Background: an optimization exercise with open tools, aiming at small area and a short achievable clock period. Do not read the settings as production practice. Only simulation tests tie the RTL to the original design; equivalence was not proved. Power figures rest on the tool's default switching activity, not on a simulated workload.

==> inputs of v31 <==
// smips_core
module smips_core(
    input clk,
    input reset,
    output [31:0] imem_addr,
    input  [31:0] imem_rdata,
    output [31:0] dmem_addr,
    output [31:0] dmem_wdata,
    output        dmem_we,
    input  [31:0] dmem_rdata
);
==> module zb_n, before the edit <==
module zb_n(input s0, d0, s1, d1, output y);
    assign y = ~((s0 & d0) | (s1 & d1));
endmodule
==> module zb_t, before the edit <==
module zb_t(input n1, n2, s_addi, x0, x1, output nz0, nz1);
    assign nz0 = n1 & n2 & ~(s_addi & x0);
    assign nz1 = n1 & n2 & ~(s_addi & x1);
endmodule
==> module z_bit, before the edit <==
module z_bit(
    input  s_add, s_sub, s_and, s_or, s_addi,
    input  sum, diff, a, b, x0, x1,
    output nz0, nz1
);
    wire n1, n2;
    zb_n u1(.s0(s_add), .d0(sum), .s1(s_sub), .d1(diff), .y(n1));
    zb_n u2(.s0(s_and), .d0(a & b), .s1(s_or), .d1(a | b), .y(n2));
    zb_t ut(.n1(n1), .n2(n2), .s_addi(s_addi), .x0(x0), .x1(x1), .nz0(nz0), .nz1(nz1));
endmodule
==> module br_taken, before the edit <==
module br_taken(
    input  [5:0]  op,
    input  [31:0] a,
    input  [31:0] b,
    output        taken
);
    assign taken = (op == 6'b000100) & (a == b);
endmodule
==> module smips_core, before the edit <==
module smips_core(
    input clk,
    input reset,
    output [31:0] imem_addr,
    input  [31:0] imem_rdata,
    output [31:0] dmem_addr,
    output [31:0] dmem_wdata,
    output        dmem_we,
    input  [31:0] dmem_rdata
);
    wire [5:0]  op    = imem_rdata[31:26];
    wire [4:0]  rs    = imem_rdata[25:21];
    wire [4:0]  rt    = imem_rdata[20:16];
    wire [4:0]  rd    = imem_rdata[15:11];
    wire [5:0]  funct = imem_rdata[5:0];
    wire [15:0] imm   = imem_rdata[15:0];
    reg  [31:0] A, B;
    reg  [29:0] pc;      
    wire is_r   = op == 6'b000000;
    wire is_lw  = op == 6'b100011;
    wire is_sw  = op == 6'b101011;
    wire is_beq = op == 6'b000100;
    wire [1:0] sel_add, sel_sub, sel_and, sel_or, sel_addi;
    ctrl_dec u_dec0(.op(op), .funct(funct), .s_add(sel_add[0]), .s_sub(sel_sub[0]),
                    .s_and(sel_and[0]), .s_or(sel_or[0]), .s_addi(sel_addi[0]));
    ctrl_dec u_dec1(.op(op), .funct(funct), .s_add(sel_add[1]), .s_sub(sel_sub[1]),
                    .s_and(sel_and[1]), .s_or(sel_or[1]), .s_addi(sel_addi[1]));
    wire [31:0] y_add, y_sub;
    add_bk #(32) u_add(.a(A), .b(B),  .ci(1'b0), .s(y_add));
    add_bk #(32) u_sub(.a(A), .b(~B), .ci(1'b1), .s(y_sub));
    wire [15:0] nc_lo;
    wire        nc16b;
    carry16 u_addi(.a(A[15:0]), .b(imm), .nc(nc_lo), .nc16(nc16b));
    wire [15:0] p_lo  = A[15:0] ^ imm;
    wire [15:0] a_hi  = A[31:16];
    wire [15:0] a_inc = a_hi + 16'd1;
    wire [15:0] a_dec = a_hi - 16'd1;
    wire [31:0] x0 = {imm[15] ? a_dec : a_hi, p_lo};
    wire [31:0] x1 = {imm[15] ? a_hi : a_inc, ~p_lo};
    wire [31:0] ncy = {{8{nc16b}}, {8{nc_lo[15]}}, nc_lo[14:0], 1'b1};
    wire [31:0] nz0, nz1, y;
    genvar k;
    generate
        for (k = 0; k < 32; k = k + 1) begin : ym
            z_bit uz(.s_add(sel_add[k/16]), .s_sub(sel_sub[k/16]), .s_and(sel_and[k/16]),
                     .s_or(sel_or[k/16]), .s_addi(sel_addi[k/16]), .sum(y_add[k]), .diff(y_sub[k]), .a(A[k]), .b(B[k]),
                     .x0(x0[k]), .x1(x1[k]), .nz0(nz0[k]), .nz1(nz1[k]));
            if (k == 0) begin : b0
                assign y[k] = ~nz0[k];
            end else begin : bk
                y_mux u(.nc(ncy[k]), .nz0(nz0[k]), .nz1(nz1[k]), .y(y[k]));
            end
        end
    endgenerate
    assign imem_addr  = {pc, 2'b00};
    assign dmem_addr  = y;
    assign dmem_wdata = B;
    assign dmem_we    = is_sw;
    wire        taken;
    br_taken u_br(.op(op), .a(A), .b(B), .taken(taken));
    wire [29:0] pc_off  = taken ? {{14{imm[15]}}, imm} : 30'd0;
    wire [30:0] pc_sum  = {pc, 1'b1} + {pc_off, 1'b1};
    always @(posedge clk)
        if (reset) pc <= 30'd0;
        else       pc <= pc_sum[30:1];
    wire        we = is_r | is_lw;
    wire [4:0]  wa = is_r ? rd : rt;
    wire [31:0] wd = reset ? 32'd0 : (is_lw ? dmem_rdata : y);
    reg  [31:0] rf [0:31];
    genvar g, b;
    generate
        for (g = 0; g < 32; g = g + 1) begin : regs
            wire wen = reset | (we & (wa == g));
            always @(posedge clk)
                if (wen) rf[g] <= wd;
        end
    endgenerate
    wire [31:0] sel_a, sel_b, a_d, b_d;
    rf_dec u_deca(.a(rs), .dis(reset), .y(sel_a));
    rf_dec u_decb(.a(rt), .dis(reset), .y(sel_b));
    generate
        for (b = 0; b < 32; b = b + 1) begin : rdp
            wire [31:0] col;
            for (g = 0; g < 32; g = g + 1) begin : c
                assign col[g] = rf[g][b];
            end
            rf_rdbit ua(.sel(sel_a), .d(col), .q(a_d[b]));
            rf_rdbit ub(.sel(sel_b), .d(col), .q(b_d[b]));
        end
    endgenerate
    always @(posedge clk) begin
        A <= a_d;
        B <= b_d;
    end
endmodule
==> flow/config.mk <==
export PLATFORM = sky130hd
export DESIGN_NAME = smips_core
export DESIGN_NICKNAME = smips_core
export VERILOG_FILES = /design/flow/design.v
export SDC_FILE = /design/flow/constraint.sdc
export NUM_CORES = 4
export LEC_CHECK = 0
export CAP_MARGIN = 20
export CELL_PAD_IN_SITES_DETAIL_PLACEMENT = 1
export CORE_MARGIN = 2
export CORE_UTILIZATION = 40
export PLACE_DENSITY = 0.5
export SETUP_SLACK_MARGIN = 4.8
export SLEW_MARGIN = 20
export SYNTH_HIERARCHICAL = 1
export SYNTH_MINIMUM_KEEP_SIZE = 0
==> flow/constraint.sdc <==
create_clock -name core_clock -period 11.0 [get_ports {clk}]
set_input_delay 2.2000 -clock core_clock [delete_from_list [all_inputs] [get_ports {clk}]]
set_output_delay 2.2000 -clock core_clock [all_outputs]
set_load 0.01 [all_outputs]
standard.sh (not shown) runs the stock make flow with config.mk's settings and CLKGATE_MAP_FILE= SYNTH_SCRIPT=/design/flow/synth_recipe.tcl, a recipe that flattens the netlist after the stock synthesis.
==> flow/flow/run.sh <==
#!/bin/bash
# Standard ORFS layout (the standard.sh) with three changes:
#  - input/output ports buffered with buf_1 instead of the resizer's default pick
#  - clock tree: sink clusters of up to 25 within 100 um, clkbuf_8/16 only, no dummy loads
# Each tool's output stays in orfs/logs; make's own output goes to standard.log.
set -euo pipefail
export BUFFER_PORTS_ARGS="-buffer_cell sky130_fd_sc_hd__buf_1"
export CTS_ARGS="-sink_clustering_enable -repair_clock_nets -dont_use_dummy_load -sink_clustering_size 25 -sink_clustering_max_diameter 100 -buf_list {sky130_fd_sc_hd__clkbuf_8 sky130_fd_sc_hd__clkbuf_16}"
bash standard.sh > standard.log 2>&1
==> v24 (differences from v31) <==
==> flow/design.v (replaced) <==
module add_carry #(parameter N = 16) (
    input  [N-1:0] a,
    input  [N-1:0] b,
    output [N:0]   c
);
    wire [N:0] s = {1'b0, a} + {1'b0, b};
    assign c = s ^ {1'b0, a ^ b};
endmodule
module y_mux(input c, input z0, input z1, output y);
    assign y = c ? z1 : z0;
endmodule
module z_bit(
    input  s_add, s_sub, s_and, s_or, s_addi,
    input  sum, diff, a, b, x0, x1,
    output z0, z1
);
    wire n1 = ~((s_add & sum) | (s_sub & diff));
    wire n2 = ~((s_and & a & b) | (s_or & (a | b)));
    assign z0 = ~(n1 & n2 & ~(s_addi & x0));
    assign z1 = ~(n1 & n2 & ~(s_addi & x1));
endmodule
module add_bk #(parameter N = 32) (
    input  [N-1:0] a,
    input  [N-1:0] b,
    input          ci,
    output [N-1:0] s
);
    localparam HALF = N / 2;
    reg [N:0] g, p;
    integer i, l;
    always @* begin
        g = {a & b, ci};
        p = {a ^ b, 1'b0};
        for (l = 1; l <= N; l = l * 2)
            for (i = 2*l-1; i <= N; i = i + 2*l) begin
                g[i] = g[i] | (p[i] & g[i-l]);
                p[i] = p[i] & p[i-l];
            end
        for (l = HALF; l >= 1; l = l / 2)
            for (i = 3*l-1; i <= N; i = i + 2*l) begin
                g[i] = g[i] | (p[i] & g[i-l]);
                p[i] = p[i] & p[i-l];
            end
    end
    assign s = a ^ b ^ g[N-1:0];
endmodule
module ctrl_dec(
    input  [5:0] op,
    input  [5:0] funct,
    output s_add, s_sub, s_and, s_or, s_addi
);
    wire is_r   = op == 6'b000000;
    wire is_lw  = op == 6'b100011;
    wire is_sw  = op == 6'b101011;
    wire is_beq = op == 6'b000100;
    wire f_add  = funct == 6'b100000;
    wire f_sub  = funct == 6'b100010;
    wire f_or   = funct == 6'b100101;
    wire f_slt  = funct == 6'b101010;
    assign s_addi = is_lw | is_sw;
    assign s_sub  = is_beq | (is_r & f_sub);
    assign s_or   = is_r & f_or;
    assign s_and  = is_r & ~(f_add | f_sub | f_or | f_slt);
    assign s_add  = (is_r & f_add) | ~(is_r | s_addi | is_beq);
endmodule
module rf_aoi222(input s0, d0, s1, d1, s2, d2, output y);
    assign y = ~((s0 & d0) | (s1 & d1) | (s2 & d2));
endmodule
module rf_tail(input n8, n9, s0, d0, s1, d1, output y);
    assign y = ~(n8 & n9 & ~((s0 & d0) | (s1 & d1)));
endmodule
module rf_rdbit(input [31:0] sel, input [31:0] d, output q);
    wire [9:0] n;
    wire tl;
    genvar g;
    generate
        for (g = 0; g < 10; g = g + 1) begin : t
            rf_aoi222 u(.s0(sel[3*g]), .d0(d[3*g]), .s1(sel[3*g+1]), .d1(d[3*g+1]),
                        .s2(sel[3*g+2]), .d2(d[3*g+2]), .y(n[g]));
        end
    endgenerate
    rf_tail u10(.n8(n[8]), .n9(n[9]), .s0(sel[30]), .d0(d[30]), .s1(sel[31]), .d1(d[31]), .y(tl));
    assign q = ~&n[3:0] | ~&n[7:4] | tl;
endmodule
module rf_dec(input [4:0] a, input dis, output [31:0] y);
    genvar g;
    generate
        for (g = 0; g < 32; g = g + 1) begin : d
            assign y[g] = ~dis & (a == g);
        end
    endgenerate
endmodule
module smips_core(
    input clk,
    input reset,
    output [31:0] imem_addr,
    input  [31:0] imem_rdata,
    output [31:0] dmem_addr,
    output [31:0] dmem_wdata,
    output        dmem_we,
    input  [31:0] dmem_rdata
);
    wire [5:0]  op    = imem_rdata[31:26];
    wire [4:0]  rs    = imem_rdata[25:21];
    wire [4:0]  rt    = imem_rdata[20:16];
    wire [4:0]  rd    = imem_rdata[15:11];
    wire [5:0]  funct = imem_rdata[5:0];
    wire [15:0] imm   = imem_rdata[15:0];
    reg  [31:0] A, B;
    reg  [29:0] pc;      
    wire is_r   = op == 6'b000000;
    wire is_lw  = op == 6'b100011;
    wire is_sw  = op == 6'b101011;
    wire is_beq = op == 6'b000100;
    wire sel_add, sel_sub, sel_and, sel_or, sel_addi;
    ctrl_dec u_dec(.op(op), .funct(funct), .s_add(sel_add), .s_sub(sel_sub),
                   .s_and(sel_and), .s_or(sel_or), .s_addi(sel_addi));
    wire [31:0] y_add, y_sub;
    add_bk #(32) u_add(.a(A), .b(B),  .ci(1'b0), .s(y_add));
    add_bk #(32) u_sub(.a(A), .b(~B), .ci(1'b1), .s(y_sub));
    wire [16:0] c_lo;
    add_carry #(16) u_addi(.a(A[15:0]), .b(imm), .c(c_lo));
    wire [15:0] p_lo  = A[15:0] ^ imm;
    wire [15:0] a_hi  = A[31:16];
    wire [15:0] a_inc = a_hi + 16'd1;
    wire [15:0] a_dec = a_hi - 16'd1;
    wire [31:0] x0 = {imm[15] ? a_dec : a_hi, p_lo};
    wire [31:0] x1 = {imm[15] ? a_hi : a_inc, ~p_lo};
    wire [31:0] cy = {{16{c_lo[16]}}, c_lo[15:0]};
    wire [31:0] z0, z1, y;
    genvar k;
    generate
        for (k = 0; k < 32; k = k + 1) begin : ym
            z_bit uz(.s_add(sel_add), .s_sub(sel_sub), .s_and(sel_and), .s_or(sel_or),
                     .s_addi(sel_addi), .sum(y_add[k]), .diff(y_sub[k]), .a(A[k]), .b(B[k]),
                     .x0(x0[k]), .x1(x1[k]), .z0(z0[k]), .z1(z1[k]));
            if (k == 0) begin : b0
                assign y[k] = z0[k];
            end else begin : bk
                y_mux u(.c(cy[k]), .z0(z0[k]), .z1(z1[k]), .y(y[k]));
            end
        end
    endgenerate
    assign imem_addr  = {pc, 2'b00};
    assign dmem_addr  = y;
    assign dmem_wdata = B;
    assign dmem_we    = is_sw;
    wire        taken   = is_beq & (A == B);
    wire [29:0] pc_off  = taken ? {{14{imm[15]}}, imm} : 30'd0;
    wire [30:0] pc_sum  = {pc, 1'b1} + {pc_off, 1'b1};
    always @(posedge clk)
        if (reset) pc <= 30'd0;
        else       pc <= pc_sum[30:1];
    wire        we = is_r | is_lw;
    wire [4:0]  wa = is_r ? rd : rt;
    wire [31:0] wd = reset ? 32'd0 : (is_lw ? dmem_rdata : y);
    reg  [31:0] rf [0:31];
    genvar g, b;
    generate
        for (g = 0; g < 32; g = g + 1) begin : regs
            wire wen = reset | (we & (wa == g));
            always @(posedge clk)
                if (wen) rf[g] <= wd;
        end
    endgenerate
    wire [31:0] sel_a, sel_b, a_d, b_d;
    rf_dec u_deca(.a(rs), .dis(reset), .y(sel_a));
    rf_dec u_decb(.a(rt), .dis(reset), .y(sel_b));
    generate
        for (b = 0; b < 32; b = b + 1) begin : rdp
            wire [31:0] col;
            for (g = 0; g < 32; g = g + 1) begin : c
                assign col[g] = rf[g][b];
            end
            rf_rdbit ua(.sel(sel_a), .d(col), .q(a_d[b]));
            rf_rdbit ub(.sel(sel_b), .d(col), .q(b_d[b]));
        end
    endgenerate
    always @(posedge clk) begin
        A <= a_d;
        B <= b_d;
    end
endmodule
Settings changed: SETUP_SLACK_MARGIN 4.8 to 4.5.
==> v7 (differences from v31) <==
--- a/flow/design.v
+++ b/flow/design.v
@@ -4,32 +4,25 @@
     output [N:0]   c
 );
     wire [N:0] s = {1'b0, a} + {1'b0, b};
     assign c = s ^ {1'b0, a ^ b};
 endmodule
 module y_mux(input nc, input nz0, input nz1, output y);
     assign y = ~(nc ? nz0 : nz1);
 endmodule
-module zb_n(input s0, d0, s1, d1, output y);
-    assign y = ~((s0 & d0) | (s1 & d1));
-endmodule
-module zb_t(input n1, n2, s_addi, x0, x1, output nz0, nz1);
-    assign nz0 = n1 & n2 & ~(s_addi & x0);
-    assign nz1 = n1 & n2 & ~(s_addi & x1);
-endmodule
 module z_bit(
     input  s_add, s_sub, s_and, s_or, s_addi,
     input  sum, diff, a, b, x0, x1,
     output nz0, nz1
 );
-    wire n1, n2;
-    zb_n u1(.s0(s_add), .d0(sum), .s1(s_sub), .d1(diff), .y(n1));
-    zb_n u2(.s0(s_and), .d0(a & b), .s1(s_or), .d1(a | b), .y(n2));
-    zb_t ut(.n1(n1), .n2(n2), .s_addi(s_addi), .x0(x0), .x1(x1), .nz0(nz0), .nz1(nz1));
+    wire n1 = ~((s_add & sum) | (s_sub & diff));
+    wire n2 = ~((s_and & a & b) | (s_or & (a | b)));
+    assign nz0 = n1 & n2 & ~(s_addi & x0);
+    assign nz1 = n1 & n2 & ~(s_addi & x1);
 endmodule
 module add_bk #(parameter N = 32) (
     input  [N-1:0] a,
     input  [N-1:0] b,
     input          ci,
     output [N-1:0] s
 );
     localparam HALF = N / 2;
@@ -147,24 +140,16 @@
                 cg_a21oi ug(.a1(p3[i]), .a2(g3[i-8]), .b1(g3[i]), .y(g4[i]));
             end else begin : t
                 cg_inv ug(.a(g3[i]), .y(g4[i]));
             end
         end
     endgenerate
     cg_a21oi ug16(.a1(p3[15]), .a2(g3[7]), .b1(g3[15]), .y(nc16));
     assign nc = g4;
-endmodule
-module br_taken(
-    input  [5:0]  op,
-    input  [31:0] a,
-    input  [31:0] b,
-    output        taken
-);
-    assign taken = (op == 6'b000100) & (a == b);
 endmodule
 module rf_aoi222(input s0, d0, s1, d1, s2, d2, output y);
     assign y = ~((s0 & d0) | (s1 & d1) | (s2 & d2));
 endmodule
 module rf_tail(input n8, n9, s0, d0, s1, d1, output y);
     assign y = ~(n8 & n9 & ~((s0 & d0) | (s1 & d1)));
 endmodule
 module rf_rdbit(input [31:0] sel, input [31:0] d, output q);
@@ -241,23 +226,23 @@
                 y_mux u(.nc(ncy[k]), .nz0(nz0[k]), .nz1(nz1[k]), .y(y[k]));
             end
         end
     endgenerate
     assign imem_addr  = {pc, 2'b00};
     assign dmem_addr  = y;
     assign dmem_wdata = B;
     assign dmem_we    = is_sw;
-    wire        taken;
-    br_taken u_br(.op(op), .a(A), .b(B), .taken(taken));
-    wire [29:0] pc_off  = taken ? {{14{imm[15]}}, imm} : 30'd0;
-    wire [30:0] pc_sum  = {pc, 1'b1} + {pc_off, 1'b1};
+    wire        taken  = is_beq & (y_sub == 32'd0);   
+    wire [29:0] pc_inc = pc + 30'd1;
+    wire [30:0] pc_br  = {pc, 1'b1} + {{14{imm[15]}}, imm, 1'b1};
     always @(posedge clk)
-        if (reset) pc <= 30'd0;
-        else       pc <= pc_sum[30:1];
+        if (reset)      pc <= 30'd0;
+        else if (taken) pc <= pc_br[30:1];
+        else            pc <= pc_inc;
     wire        we = is_r | is_lw;
     wire [4:0]  wa = is_r ? rd : rt;
     wire [31:0] wd = reset ? 32'd0 : (is_lw ? dmem_rdata : y);
     reg  [31:0] rf [0:31];
     genvar g, b;
     generate
         for (g = 0; g < 32; g = g + 1) begin : regs
             wire wen = reset | (we & (wa == g));
==> v18 (differences from v31) <==
--- a/flow/design.v
+++ b/flow/design.v
@@ -4,32 +4,25 @@
     output [N:0]   c
 );
     wire [N:0] s = {1'b0, a} + {1'b0, b};
     assign c = s ^ {1'b0, a ^ b};
 endmodule
 module y_mux(input nc, input nz0, input nz1, output y);
     assign y = ~(nc ? nz0 : nz1);
 endmodule
-module zb_n(input s0, d0, s1, d1, output y);
-    assign y = ~((s0 & d0) | (s1 & d1));
-endmodule
-module zb_t(input n1, n2, s_addi, x0, x1, output nz0, nz1);
-    assign nz0 = n1 & n2 & ~(s_addi & x0);
-    assign nz1 = n1 & n2 & ~(s_addi & x1);
-endmodule
 module z_bit(
     input  s_add, s_sub, s_and, s_or, s_addi,
     input  sum, diff, a, b, x0, x1,
     output nz0, nz1
 );
-    wire n1, n2;
-    zb_n u1(.s0(s_add), .d0(sum), .s1(s_sub), .d1(diff), .y(n1));
-    zb_n u2(.s0(s_and), .d0(a & b), .s1(s_or), .d1(a | b), .y(n2));
-    zb_t ut(.n1(n1), .n2(n2), .s_addi(s_addi), .x0(x0), .x1(x1), .nz0(nz0), .nz1(nz1));
+    wire n1 = ~((s_add & sum) | (s_sub & diff));
+    wire n2 = ~((s_and & a & b) | (s_or & (a | b)));
+    assign nz0 = n1 & n2 & ~(s_addi & x0);
+    assign nz1 = n1 & n2 & ~(s_addi & x1);
 endmodule
 module add_bk #(parameter N = 32) (
     input  [N-1:0] a,
     input  [N-1:0] b,
     input          ci,
     output [N-1:0] s
 );
     localparam HALF = N / 2;
@@ -147,24 +140,16 @@
                 cg_a21oi ug(.a1(p3[i]), .a2(g3[i-8]), .b1(g3[i]), .y(g4[i]));
             end else begin : t
                 cg_inv ug(.a(g3[i]), .y(g4[i]));
             end
         end
     endgenerate
     cg_a21oi ug16(.a1(p3[15]), .a2(g3[7]), .b1(g3[15]), .y(nc16));
     assign nc = g4;
-endmodule
-module br_taken(
-    input  [5:0]  op,
-    input  [31:0] a,
-    input  [31:0] b,
-    output        taken
-);
-    assign taken = (op == 6'b000100) & (a == b);
 endmodule
 module rf_aoi222(input s0, d0, s1, d1, s2, d2, output y);
     assign y = ~((s0 & d0) | (s1 & d1) | (s2 & d2));
 endmodule
 module rf_tail(input n8, n9, s0, d0, s1, d1, output y);
     assign y = ~(n8 & n9 & ~((s0 & d0) | (s1 & d1)));
 endmodule
 module rf_rdbit(input [31:0] sel, input [31:0] d, output q);
@@ -241,23 +226,23 @@
                 y_mux u(.nc(ncy[k]), .nz0(nz0[k]), .nz1(nz1[k]), .y(y[k]));
             end
         end
     endgenerate
     assign imem_addr  = {pc, 2'b00};
     assign dmem_addr  = y;
     assign dmem_wdata = B;
     assign dmem_we    = is_sw;
-    wire        taken;
-    br_taken u_br(.op(op), .a(A), .b(B), .taken(taken));
-    wire [29:0] pc_off  = taken ? {{14{imm[15]}}, imm} : 30'd0;
-    wire [30:0] pc_sum  = {pc, 1'b1} + {pc_off, 1'b1};
+    wire        taken  = is_beq & (A == B);
+    wire [29:0] pc_inc = pc + 30'd1;
+    wire [30:0] pc_br  = {pc, 1'b1} + {{14{imm[15]}}, imm, 1'b1};
     always @(posedge clk)
-        if (reset) pc <= 30'd0;
-        else       pc <= pc_sum[30:1];
+        if (reset)      pc <= 30'd0;
+        else if (taken) pc <= pc_br[30:1];
+        else            pc <= pc_inc;
     wire        we = is_r | is_lw;
     wire [4:0]  wa = is_r ? rd : rt;
     wire [31:0] wd = reset ? 32'd0 : (is_lw ? dmem_rdata : y);
     reg  [31:0] rf [0:31];
     genvar g, b;
     generate
         for (g = 0; g < 32; g = g + 1) begin : regs
             wire wen = reset | (we & (wa == g));
==> flow/flow/run.sh (replaced) <==
#!/bin/bash
# Standard ORFS layout (the standard.sh) with three changes:
#  - input/output ports buffered with buf_2 instead of the resizer's default pick
#  - clock tree: larger sink clusters, clkbuf_8/16 only, no dummy loads
# Each tool's output stays in orfs/logs; make's own output goes to standard.log.
set -euo pipefail
export BUFFER_PORTS_ARGS="-buffer_cell sky130_fd_sc_hd__buf_2"
export CTS_ARGS="-sink_clustering_enable -repair_clock_nets -dont_use_dummy_load -sink_clustering_size 20 -sink_clustering_max_diameter 80 -buf_list {sky130_fd_sc_hd__clkbuf_8 sky130_fd_sc_hd__clkbuf_16}"
bash standard.sh > standard.log 2>&1
Settings changed: SETUP_SLACK_MARGIN 4.8 to 4.7.
==> qor summary <==
Outcome: v7 timing/DRC/antenna clean; v31 timing/DRC/antenna clean; v24 timing/DRC/antenna clean; v18 timing/DRC/antenna clean
Maximum number of pins on one net before global-route repair: v7 49; v31 78; v24 70; v18 47
Global-route wire length before repair: v7 302000 µm; v31 298000 µm; v24 306000 µm; v18 293000 µm
Met3 routed WL: v7 23700 µm; v31 24300 µm; v24 29000 µm; v18 20800 µm
Number of nets in the layout: v7 4309; v31 4223; v24 4109; v18 4322
Overall Power: v7 10.9 mW; v31 10.8 mW; v24 10.7 mW; v18 11.1 mW
Iteration-0 DRC count of the detailed router: v7 8052; v31 7860; v24 8584; v18 7539
Total of plain and repair buffers excluding clock buffers: v7 415; v31 386; v24 374; v18 367
Remaining max-slew budget at the tightest pin: v7 0.369; v31 0.200; v24 0.266; v18 0.227
Power share of the combinational group: v7 0.232; v31 0.225; v24 0.222; v18 0.212
Critical path peak fanout: v7 4; v31 8; v24 8; v18 8
Inserted Diodes: v7 6; v31 10; v24 6; v18 8
Sequential group share of total power: v7 0.566; v31 0.572; v24 0.574; v18 0.557
Number of buffers created by CTS: v7 54; v31 54; v24 53; v18 73
Flop+latch power: v7 6.15 mW; v31 6.17 mW; v24 6.16 mW; v18 6.17 mW
Well Taps: v7 1742; v31 1742; v24 1662; v18 1742
Std cell rows: v7 132; v31 132; v24 131; v18 132
Vias in the first global route: v7 41653; v31 40048; v24 39623; v18 40600
Slew of the pin with the lowest slew margin: v7 0.946 ns; v31 1.19 ns; v24 1.10 ns; v18 1.16 ns
Post-CTS clock slew at the launch and capture registers of the worst setup and hold paths: v7 0.10 ns; v31 0.10 ns; v24 0.10 ns; v18 0.08 ns
Startpoint of the worst register-to-register path: v7 B[11]; v31 A[0]; v24 A[23]; v18 B[6]
Met2 Wirelength: v7 101000 µm; v31 98200 µm; v24 100000 µm; v18 97100 µm
Final standard cell area without fillers: v7 60500 µm²; v31 59200 µm²; v24 58400 µm²; v18 60200 µm²
Clock tree cell share of total cell area: v7 0.0223; v31 0.0228; v24 0.0227; v18 0.0303
Total power density per cell area: v7 180 nW/µm²; v31 182 nW/µm²; v24 184 nW/µm²; v18 184 nW/µm²

==> port drivers added, routing unchanged <==
Ports are ideal in the flow. The routed layouts listed here were re-timed in OpenROAD. Step 1 assumes that a clkbuf_16 drives the clock port and a buf_2 every other input. Step 2, shift: input delay + t, output delay - t, t = (earliest + latest rising clock arrival at the registers) / 2. This alone moves slack from input paths to output paths. Slacks: no drivers / after step 1 / after step 2; pairs: no drivers / after step 1.
run | t (ns) | setup WS [ns] | hold WS [ns] | slew at the worst register clock pin (ns) | pins driven straight from the clock port
v31 | 0.748 | 4.664 / 4.611 / 4.583 | 0.524 / 0.524 / 0.524 | 0.11 / 0.11 | 1
v24 | 0.764 | 4.469 / 4.440 / 4.088 | 0.515 / 0.515 / 0.515 | 0.11 / 0.11 | 1
v7 | 0.760 | 4.604 / 4.552 / 4.552 | 0.518 / 0.518 / 0.518 | 0.11 / 0.11 | 1
v18 | 0.742 | 4.671 / 4.647 / 4.610 | 0.540 / 0.540 / 0.540 | 0.09 / 0.09 | 1
After both steps every run listed still meets setup and hold. For v24, which loses most, drivers alone change the setup slack by -0.029 ns; drivers and shift together by -0.381 ns.
